What follows belongs to an exercise in optimizing a design on an open flow for small area; a production flow would make more cautious choices. Only simulation tests tie the RTL to the original design; equivalence was not proved. The clock port is modelled as an ideal driver; clocking choices that lean on that would not hold on a real chip. No activity file was given, so power comes from the tool's default toggle rates.

## job 101
==> flow/design.v (excerpt) <==
module myCPU (
    input  wire        CLK,
    input  wire        RESET,
    input  wire [7:0]  DI,
    output wire [15:0] AB,
    output reg  [7:0]  DO,
    output wire        RW
);
Size in the first run: about 480 cells after synthesis, ~35 I/O pins, ~0.0063 mm2 of cells after synthesis.
Settings: LEC_CHECK=0, ABC_AREA=1, CAP_MARGIN=20, CORE_MARGIN=2, CORE_UTILIZATION=60, GPL_TIMING_DRIVEN=0, SLEW_MARGIN=20; clock period 5.5 ns.
standard.sh (not shown) runs the stock make flow with config.mk's settings and CLKGATE_MAP_FILE= SYNTH_SCRIPT=/design/flow/synth_recipe.tcl, a recipe that flattens the netlist after the stock synthesis.
==> flow/flow/run.sh <==
#!/bin/bash
# Own layout flow: the standard synthesis, then the combinational logic
# re-mapped for area (registers untouched), then the standard layout
# with small port buffers and a clock tree without dummy loads.
set -euo pipefail
W=$(pwd)
F=$W/flow
R=$W/orfs/results/$FLOW_PLATFORM/myCPU/base
LIB=$FLOW_HOME/platforms/$FLOW_PLATFORM/lib/sky130_fd_sc_hd__tt_025C_1v80.lib
YOSYS=$(command -v yosys || echo /OpenROAD-flow-scripts/tools/install/yosys/bin/yosys)

bash standard.sh synth > $W/synth_std.log 2>&1
cp $R/1_2_yosys.v $W/1_2_yosys.std.v

python3 $F/gen_cells.py $LIB $W/comb_cells.v > $W/gen_cells.log 2>&1
# Try several ABC scripts (four of them deepsyn with different seeds, run in
# parallel) and keep the smallest result.
SCRIPTS=(
  "+strash;&get,-n;&dch,-f;&nf,-R,1000;&put;mfs3,-a;topo"
  "+strash;&get,-n;&dc2;&dch,-f;&nf,-R,1000,-E,100;&put;strash;&get,-n;&dc2;&dch,-f;&nf,-R,1000,-E,100;&put;mfs3,-a;topo"
  "+strash;&get,-n;&deepsyn,-T,60,-S,1;&dch,-f;&nf,-R,1000;&put;mfs3,-a;topo"
  "+strash;&get,-n;&deepsyn,-T,60,-S,2;&dch,-f;&nf,-R,1000;&put;mfs3,-a;topo"
  "+strash;&get,-n;&deepsyn,-T,60,-S,3;&dch,-f;&nf,-R,1000;&put;mfs3,-a;topo"
  "+strash;&get,-n;&deepsyn,-T,60,-S,4;&dch,-f;&nf,-R,1000;&put;mfs3,-a;topo"
)
resynth_one() {
  local i=$1 S=$2
  LIB=$LIB CELLS=$W/comb_cells.v IN=$W/1_2_yosys.std.v TOP=$FLOW_TOP ABC_SCRIPT="$S" \
    STAT=$W/resynth_$i.stat OUT=$W/resynth_$i.v \
    $YOSYS -c $F/resynth.tcl > $W/resynth_$i.log 2>&1 &&
  LIB=$LIB OUT=$W/resynth_$i.v TOP=$FLOW_TOP $YOSYS -c $F/check.tcl > $W/resynth_check_$i.log 2>&1 &&
  touch $W/resynth_$i.ok
}
for i in "${!SCRIPTS[@]}"; do
  resynth_one $i "${SCRIPTS[$i]}" &
  if (( i % 4 == 3 )); then wait; fi
done
wait
best=""; best_area=""
for i in "${!SCRIPTS[@]}"; do
  [[ -f $W/resynth_$i.ok ]] || { echo "script $i: failed" >> $W/resynth_choice.log; continue; }
  a=$(sed -n 's/.*Chip area for module .* \([0-9.]*\)$/\1/p' $W/resynth_$i.stat)
  echo "script $i: area $a" >> $W/resynth_choice.log
  if [[ -z "$best_area" ]] || python3 -c "import sys; sys.exit(0 if $a < $best_area else 1)"; then
    best=$i; best_area=$a
  fi
done
echo "chosen: $best ($best_area)" >> $W/resynth_choice.log
if [[ -n "$best" ]]; then
  cp $W/resynth_$best.v $W/1_2_yosys.resynth.v
else
  cp $W/1_2_yosys.std.v $W/1_2_yosys.resynth.v
fi
cp $W/1_2_yosys.resynth.v $R/1_2_yosys.v
rm -f $R/1_synth.odb $R/1_synth.sdc

export BUFFER_PORTS_ARGS="-buffer_cell sky130_fd_sc_hd__buf_1"
export CTS_ARGS="-sink_clustering_enable -repair_clock_nets -dont_use_dummy_load -buf_list {sky130_fd_sc_hd__clkbuf_2 sky130_fd_sc_hd__clkbuf_4 sky130_fd_sc_hd__clkbuf_8}"
export POST_CTS_TCL=$F/downsize_clk.tcl
bash standard.sh > $W/layout.log 2>&1
==> flow/flow/downsize_clk.tcl <==
set clk_limit 0.120
set sizes {sky130_fd_sc_hd__clkbuf_4 sky130_fd_sc_hd__clkbuf_8 sky130_fd_sc_hd__clkbuf_16}
proc clk_slew_ok {limit} {
  foreach p [get_pins -hierarchical */CLK] {
    if {[get_property $p slew_max] > $limit} { return 0 }
  }
  return 1
}
estimate_parasitics -placement
puts "clock slew limit $clk_limit, ok at start: [clk_slew_ok $clk_limit]"
foreach inst [get_cells -hierarchical clkbuf_*] {
  set name [get_full_name $inst]
  if {[string match "clkbuf_0_*" $name]} { continue }
  set cur [get_property [get_lib_cells -of_objects $inst] name]
  set idx [lsearch $sizes $cur]
  while {$idx > 0} {
    set smaller [lindex $sizes [expr {$idx - 1}]]
    replace_cell $inst $smaller
    estimate_parasitics -placement
    if {[clk_slew_ok $clk_limit]} {
      puts "downsized $name $cur -> $smaller"
      set cur $smaller
      incr idx -1
    } else {
      replace_cell $inst $cur
      estimate_parasitics -placement
      break
    }
  }
}
detailed_placement
check_placement
estimate_parasitics -placement
Other scripts of this flow, unchanged in this note and not shown: flow/flow/check.tcl, flow/flow/gen_cells.py, flow/flow/resynth.tcl
Job 101 reached the end of the flow, and the finished layout is clean on the timing, DRC and antenna checks.
Input changes introduced in job 102 (baseline for comparison: job 101):
--- a/flow/flow/downsize_clk.tcl
+++ b/flow/flow/downsize_clk.tcl
@@ -1 +1 @@
-set clk_limit 0.120
+set clk_limit 0.110
[summary]
- Job 102 has completed all stages; timing, DRC and antenna checks passed.
- Job 101 → job 102: setup slack closely matched the old numbers, relative slew slack essentially unchanged.
- Data arrival at the endpoint of the critical path of job 102 is on par with job 101.
- Delta (job 102 minus job 101): synthesized net count level, power after layout neither gained nor lost much, utilization held steady, count of buffer and inverter cells on the critical path stayed essentially flat.
- Diff job 101..job 102 | period utilization | unchanged
- Diff job 102..job 101 | flip-flop and latch count | unchanged
- Job 101 -> job 102: max-cap check violation count delta 0, exact match
- The filler cell count in the final layout of job 101 and that of job 102 are within noise of each other.
Changes in job 103 relative to job 102:
Settings: putting PLACE_DENSITY at 0.85 where nothing was set; swapping 20 for 10 in CAP_MARGIN; swapping 20 for 10 in SLEW_MARGIN.
Notes after the runs:
In job 103 the relative slew slack turned out 8.5 points lower than in job 102. Job 103 completed; timing, DRC and antenna clean. Going from job 102 to job 103, proportion of total power due to net switching -0.92 points; worst setup slack after layout down 0.12 ns; post-route cell area closely matched the old numbers.

========
oak:
The RTL this note starts from:
==> flow/design.v <==
module myCPU (
    input  wire        CLK,
    input  wire        RESET,
    input  wire [7:0]  DI,
    output wire [15:0] AB,
    output reg  [7:0]  DO,
    output wire        RW
);
localparam F1 = 2'd0, F2 = 2'd1, MR = 2'd2, MW = 2'd3;
reg [1:0]  ph;
reg        ptr;           
reg [15:0] pc;
reg [7:0]  ra, rb, rc, rd, pl, ph_, sl, sh, ir, r11, jl, jh, re, rf;
wire [2:0] op  = DI[2:0];
wire [3:0] sel = DI[7:4];
wire [2:0] iop = ir[2:0];
wire [3:0] ir_r = ir[7:4];
assign AB = ptr ? {ph_, pl} : pc;
assign RW = (ph == MW) | ((ph == F1) & (iop == 3'd2));
reg [7:0] rv;
always @* begin
    case (sel)
        4'd0:  rv = pc[7:0];
        4'd1:  rv = pc[15:8];
        4'd2:  rv = ra;
        4'd3:  rv = rb;
        4'd4:  rv = rc;
        4'd5:  rv = rd;
        4'd6:  rv = pl;
        4'd7:  rv = ph_;
        4'd8:  rv = sl;
        4'd9:  rv = sh;
        4'd10: rv = ir;
        4'd11: rv = r11;
        4'd12: rv = jl;
        4'd13: rv = jh;
        4'd14: rv = re;
        default: rv = rf;
    endcase
end
wire [8:0] sum = {1'b0, ra} + {1'b0, rv};
reg  [7:0] alu;
always @* begin
    case (op)
        3'd3:    alu = ra & rv;
        3'd4:    alu = sum[7:0];
        3'd5:    alu = ~rv;
        3'd7:    alu = ra;
        default: alu = rv;
    endcase
end
wire f1    = (ph == F1);
wire zop   = (iop == 3'd3) | (iop == 3'd4) | (iop == 3'd5);
wire genw  = f1 & ((iop == 3'd0) | (iop == 3'd1) | (iop == 3'd5) | (iop == 3'd7));
wire wa    = f1 & ((iop == 3'd3) | (iop == 3'd4)) | genw & (ir_r == 4'd2);
wire z     = (DO == 8'h00);
wire jmp   = (iop == 3'd6) & (sl[ir[6:4]] == ir[7]);
wire       f2   = (ph == F2);
wire [7:0] wd   = DO & {8{~RESET}};
wire [15:0] wen = {16{genw}} & (16'd1 << ir_r);
always @(posedge CLK) begin
    if (RESET | wen[3])  rb  <= wd;
    if (RESET | wen[4])  rc  <= wd;
    if (RESET | wen[5])  rd  <= wd;
    if (RESET | wen[6])  pl  <= wd;
    if (RESET | wen[7])  ph_ <= wd;
    if (RESET | wen[9])  sh  <= wd;
    if (RESET | wen[11]) r11 <= wd;
    if (RESET | wen[12]) jl  <= wd;
    if (RESET | wen[13]) jh  <= wd;
    if (RESET | wen[14]) re  <= wd;
    if (RESET | wen[15]) rf  <= wd;
    if (RESET | wa | (f2 & (op == 3'd7)))
        ra <= (f2 ? rv : DO) & {8{~RESET}};
    if (RESET | f2 | wen[10])
        ir <= (f2 ? DI : DO) & {8{~RESET}};
    if (RESET | wen[8])
        sl[7:2] <= wd[7:2];
    if (RESET | wen[8] | (f2 & (op == 3'd4)))
        sl[1] <= (f2 ? sum[8] : DO[1]) & ~RESET;
    if (RESET | wen[8] | (f1 & zop))
        sl[0] <= (zop ? z : DO[0]) & ~RESET;
    if (RESET | f1 | (f2 & (op == 3'd0)))
        pc <= ((f1 & jmp) ? {jh, jl} : pc + 16'd1) | {16{RESET}};
end
always @(posedge CLK) begin
    if (RESET) begin
        ph  <= F1;
        ptr <= 1'b1;
    end else begin
        case (ph)
        F1: begin ph <= F2; ptr <= 1'b0; end
        F2: begin
            case (op)
                3'd0: ph <= MR;
                3'd1: begin ph <= MR; ptr <= 1'b1; end
                3'd2: begin ph <= MW; ptr <= 1'b1; end
                default: ph <= F1;
            endcase
        end
        default: ph <= F1;
        endcase
    end
end
always @(posedge CLK) begin
    if (ph == F2)      DO <= alu;
    else if (ph == MR) DO <= DI;
end
endmodule
make LEC_CHECK=0 ABC_AREA=1 CAP_MARGIN=20 CORE_MARGIN=2 CORE_UTILIZATION=60 CTS_BUF_LIST='sky130_fd_sc_hd__clkbuf_4 sky130_fd_sc_hd__clkbuf_8' SLEW_MARGIN=20 finish   # period 5.5 ns
run.sh (not shown) runs the stock make flow with config.mk's settings and CLKGATE_MAP_FILE= SYNTH_SCRIPT=/design/flow/synth_recipe.tcl, a recipe that flattens the netlist after the stock synthesis.
Stock flow here: none of the scripts above is used.
No stage failed in oak, and the final checks on the layout all came back clean.
Changes in pine relative to oak:
- clearing CTS_BUF_LIST, which used to be sky130_fd_sc_hd__clkbuf_4 sky130_fd_sc_hd__clkbuf_8
[summary]
- pine vs oak — final period demand of the worst path rose 0.099 ns.
- Register share of the cell area: lower on pine
- Where first-pass GRT wire length is concerned, oak is better than pine.
- Maximum clock rate delta (pine − oak): unfavourable
- The portion of total power attributed to combinational logic in pine sits 2.2 points below the value recorded for oak.
- Taking oak as the reference, in pine post-synthesis to final-layout area growth grew by 2.5 points, global-route total usage across every layer picked up an extra 0.79 points, power picked up an extra 11%, global routing met3 resource utilization +1.8 points, number of instances in the placed design held steady.
- Of pine and oak, pine shows the higher routed length on met2, with oak below it.

-- what the ideal ports hide --
No port has a modelled driver above. Below, the same layouts with a new extraction and two added sets of constraints.
Step 1 assumes that a clkbuf_16 drives the clock port and a buf_2 every other input.
Step 2 also shifts input and output timing later by t, the mid clock arrival at the registers, as if the neighbouring blocks saw the same clock.
Three values: no drivers, after step 1, after step 2; two values: the first two.
run | shift t [ns] | setup slack, ns | worst setup path after step 2 | worst slew at a driven data input, ns
job 101 | 0.450 | 0.811 / 0.811 / 0.811 | register to register | 0.03
job 102 | 0.450 | 0.811 / 0.811 / 0.811 | register to register | 0.03
job 103 | 0.459 | 0.693 / 0.693 / 0.693 | register to register | 0.04
oak | 0.484 | 1.292 / 1.302 / 0.818 | input to register | 0.03
pine | 0.479 | 1.193 / 1.209 / 0.730 | input to register | 0.03
After both steps setup and hold are still met in every run listed. For oak, which loses most, drivers alone change the setup slack by +0.010 ns; drivers and shift together by -0.474 ns.
